This design comes from an exercise in tuning for small area, a short achievable clock period and few clock cycles on the open sky130 flow, not from production work. Where RTL was checked, it was by simulation tests only, not by an equivalence proof against the original. Power is estimated from default activity; no workload was simulated.

Setup of v6:
==> flow/design.v <==
module Bin2BCD(
    input clk,
    input rst,
    input en,
    input [11:0] bin_d_in,
    output [15:0] bcd_d_out,
    output rdy
    );
    reg [11:0] bin_q;
    reg        rdy_q;
    always @(posedge clk) begin
        if (en) bin_q <= bin_d_in;
        rdy_q <= en & ~rst;
    end
    function [3:0] add3(input [3:0] d);
        add3 = (d > 4) ? d + 4'd3 : d;
    endfunction
    reg [27:0] s;
    integer i;
    always @* begin
        s = {16'b0, bin_q};
        for (i = 0; i < 12; i = i + 1) begin
            s[15:12] = add3(s[15:12]);
            s[19:16] = add3(s[19:16]);
            s[23:20] = add3(s[23:20]);
            s[27:24] = add3(s[27:24]);
            s = s << 1;
        end
    end
    assign bcd_d_out = s[27:12];
    assign rdy = rdy_q;
endmodule
make LEC_CHECK=0 CAP_MARGIN=20 CORE_MARGIN=2 CORE_UTILIZATION=40 SLEW_MARGIN=20 finish   # period 3.0 ns
run.sh (not shown) runs the stock make flow with config.mk's settings and CLKGATE_MAP_FILE= SYNTH_SCRIPT=/design/flow/synth_recipe.tcl, a recipe that flattens the netlist after the stock synthesis.
Completing all stages was not enough for v6: its layout failed the final checks because of setup timing.
Modified inputs, v7 compared to v6
==> flow/design.v <==
module Bin2BCD(
    input clk,
    input rst,
    input en,
    input [11:0] bin_d_in,
    output [15:0] bcd_d_out,
    output rdy
    );
    function [3:0] add3(input [3:0] d);
        case (d)
            4'd5: add3 = 4'd8;
            4'd6: add3 = 4'd9;
            4'd7: add3 = 4'd10;
            4'd8: add3 = 4'd11;
            4'd9: add3 = 4'd12;
            default: add3 = d;
        endcase
    endfunction
    reg [21:0] a;
    integer i;
    always @* begin
        a = {10'b0, bin_d_in};
        for (i = 0; i < 8; i = i + 1) begin
            a[15:12] = add3(a[15:12]);
            a[19:16] = add3(a[19:16]);
            a = a << 1;
        end
    end
    reg [13:0] mid_q;    
    reg        rdy_q;
    always @(posedge clk) begin
        if (en) mid_q <= a[21:8];
        rdy_q <= en & ~rst;
    end
    reg [27:0] s;
    integer j;
    always @* begin
        s = {6'b0, mid_q, 8'b0};
        for (j = 0; j < 4; j = j + 1) begin
            s[15:12] = add3(s[15:12]);
            s[19:16] = add3(s[19:16]);
            s[23:20] = add3(s[23:20]);
            s[27:24] = add3(s[27:24]);
            s = s << 1;
        end
    end
    assign bcd_d_out = s[27:12];
    assign rdy = rdy_q;
endmodule
Notes after the runs:
- v7: flow complete, layout not clean; failing: setup timing
- Total power per unit cell area, v7 vs v6: down by more than half
- Of the two values seen for critical path launch point, bin_q[9]$_DFFE_PP_ was produced by v6 and mid_q[6]$_DFFE_PP_ by v7.
- In the final reports, the cell area of v7 is smaller than that of v6.
- Side by side, post-placement setup slack turned out higher in v7 than in v6.
- Comparing detailed-routed wire length on met2 for v7 and v6, the smaller number came from v7.
- v7 vs v6: met1 wire length down in v7
- Remaining max-slew budget at the tightest pin, v7 and v6, lower one = v6.
- Comparing count of mapped cells out of synthesis for v7 and v6, the smaller number came from v7.
- v7 vs. v6: power went down by 4.8 mW.
- Comparing v7 and v6, number of inverters outside the clock class in the layout is higher on v6.
No functional check of the RTL was part of any run of this note.


Bin2BCD, a different RTL version from the one above (not shown whole).
Size: ~290 cells after synthesis, roughly 15 flip-flops, roughly 32 I/O pins.
==> module Bin2BCD, before the edit <==
module Bin2BCD(
    input clk,
    input rst,
    input en,
    input [11:0] bin_d_in,
    output [15:0] bcd_d_out,
    output rdy
    );
    function [3:0] add3(input [3:0] d);
        case (d)
            4'd5: add3 = 4'd8;
            4'd6: add3 = 4'd9;
            4'd7: add3 = 4'd10;
            4'd8: add3 = 4'd11;
            4'd9: add3 = 4'd12;
            default: add3 = d;
        endcase
    endfunction
    reg [27:0] a;
    integer i;
    always @* begin
        a = {16'b0, bin_d_in};
        for (i = 0; i < 9; i = i + 1) begin
            a[15:12] = add3(a[15:12]);
            a[19:16] = add3(a[19:16]);
            a[23:20] = add3(a[23:20]);
            a[27:24] = add3(a[27:24]);
            a = a << 1;
        end
    end
    reg [13:0] mid_q;
    reg        rdy_q;
    always @(posedge clk) begin
        if (en) mid_q <= a[22:9];
        rdy_q <= en & ~rst;
    end
    reg [27:0] s;
    integer j;
    always @* begin
        s = 28'b0;
        s[22:9] = mid_q;
        for (j = 0; j < 3; j = j + 1) begin
            s[15:12] = add3(s[15:12]);
            s[19:16] = add3(s[19:16]);
            s[23:20] = add3(s[23:20]);
            s[27:24] = add3(s[27:24]);
            s = s << 1;
        end
    end
    assign bcd_d_out = s[27:12];
    assign rdy = rdy_q;
endmodule
make LEC_CHECK=0 ABC_AREA=1 CAP_MARGIN=20 CORE_MARGIN=2 CORE_UTILIZATION=40 SETUP_SLACK_MARGIN=0.5 SLEW_MARGIN=20 finish   # period 3.0 ns
Testbench counts at the start, summed over its fixed seeds: cycles 4,096.
Then changed:
--- a/flow/design.v
+++ b/flow/design.v
@@ -17,32 +17,32 @@
         endcase
     endfunction
     reg [27:0] a;
     integer i;
     always @* begin
         a = {16'b0, bin_d_in};
-        for (i = 0; i < 9; i = i + 1) begin
+        for (i = 0; i < 11; i = i + 1) begin
             a[15:12] = add3(a[15:12]);
             a[19:16] = add3(a[19:16]);
             a[23:20] = add3(a[23:20]);
             a[27:24] = add3(a[27:24]);
             a = a << 1;
         end
     end
-    reg [13:0] mid_q;
+    reg [14:0] mid_q;
     reg        rdy_q;
     always @(posedge clk) begin
-        if (en) mid_q <= a[22:9];
+        if (en) mid_q <= a[25:11];
         rdy_q <= en & ~rst;
     end
     reg [27:0] s;
     integer j;
     always @* begin
         s = 28'b0;
-        s[22:9] = mid_q;
-        for (j = 0; j < 3; j = j + 1) begin
+        s[25:11] = mid_q;
+        for (j = 0; j < 1; j = j + 1) begin
             s[15:12] = add3(s[15:12]);
             s[19:16] = add3(s[19:16]);
             s[23:20] = add3(s[23:20]);
             s[27:24] = add3(s[27:24]);
             s = s << 1;
         end
Synthesized area climbs by 4.3%.
Worst setup slack improves by 0.086 ns.
Non-clock buffer count decreases by 22.
Sequential share of layout area is higher by 1.0 points.
Via count went down by 6.8%.
First-iteration DRC count rises by 34%.
Final cell count is lower by 4.9%.
Global-route usage falls by 3.7 points.
Routed wire length is lower by 13%.
Critical path depth is higher by 8.
Sequential cell count is higher by 1.
Clock power is about the same.
Only the layout flow was run in the second run of this note; the RTL was not checked for function there.

[what the ideal ports hide]
No port has a modelled driver above. Below, the same layouts with a new extraction and two added sets of constraints.
Step 1 assumes that a clkbuf_16 drives the clock port and a buf_2 every other input.
Step 2 moves the port delays by t, midway between the first and last clock arrival at a register: inputs arrive t later, outputs are due t later. That takes back most of the time a late clock gives input paths.
Three values: ideal, step 1, step 2; two values: the first two.
run	t (ns)	setup slack, ns	hold WS [ns]	clock arrival spread, ns
v6	0.280	-3.543 / -3.571 / -3.290	0.870 / 0.864 / 1.144	0.019 / 0.019
v7	0.269	-0.302 / -0.324 / -0.056	0.887 / 0.889 / 1.157	0.005 / 0.005
the first run of note 2	0.272	0.045 / 0.021 / 0.293	0.773 / 0.770 / 1.041	0.003 / 0.003
the second run of note 2	0.267	0.131 / 0.119 / -0.147	0.882 / 0.885 / 1.151	0.006 / 0.005
Met with ideal ports but missed after step 2: setup timing in the second run of note 2. For the second run of note 2, which loses most, drivers alone change the setup slack by -0.012 ns; drivers and shift together by -0.278 ns.
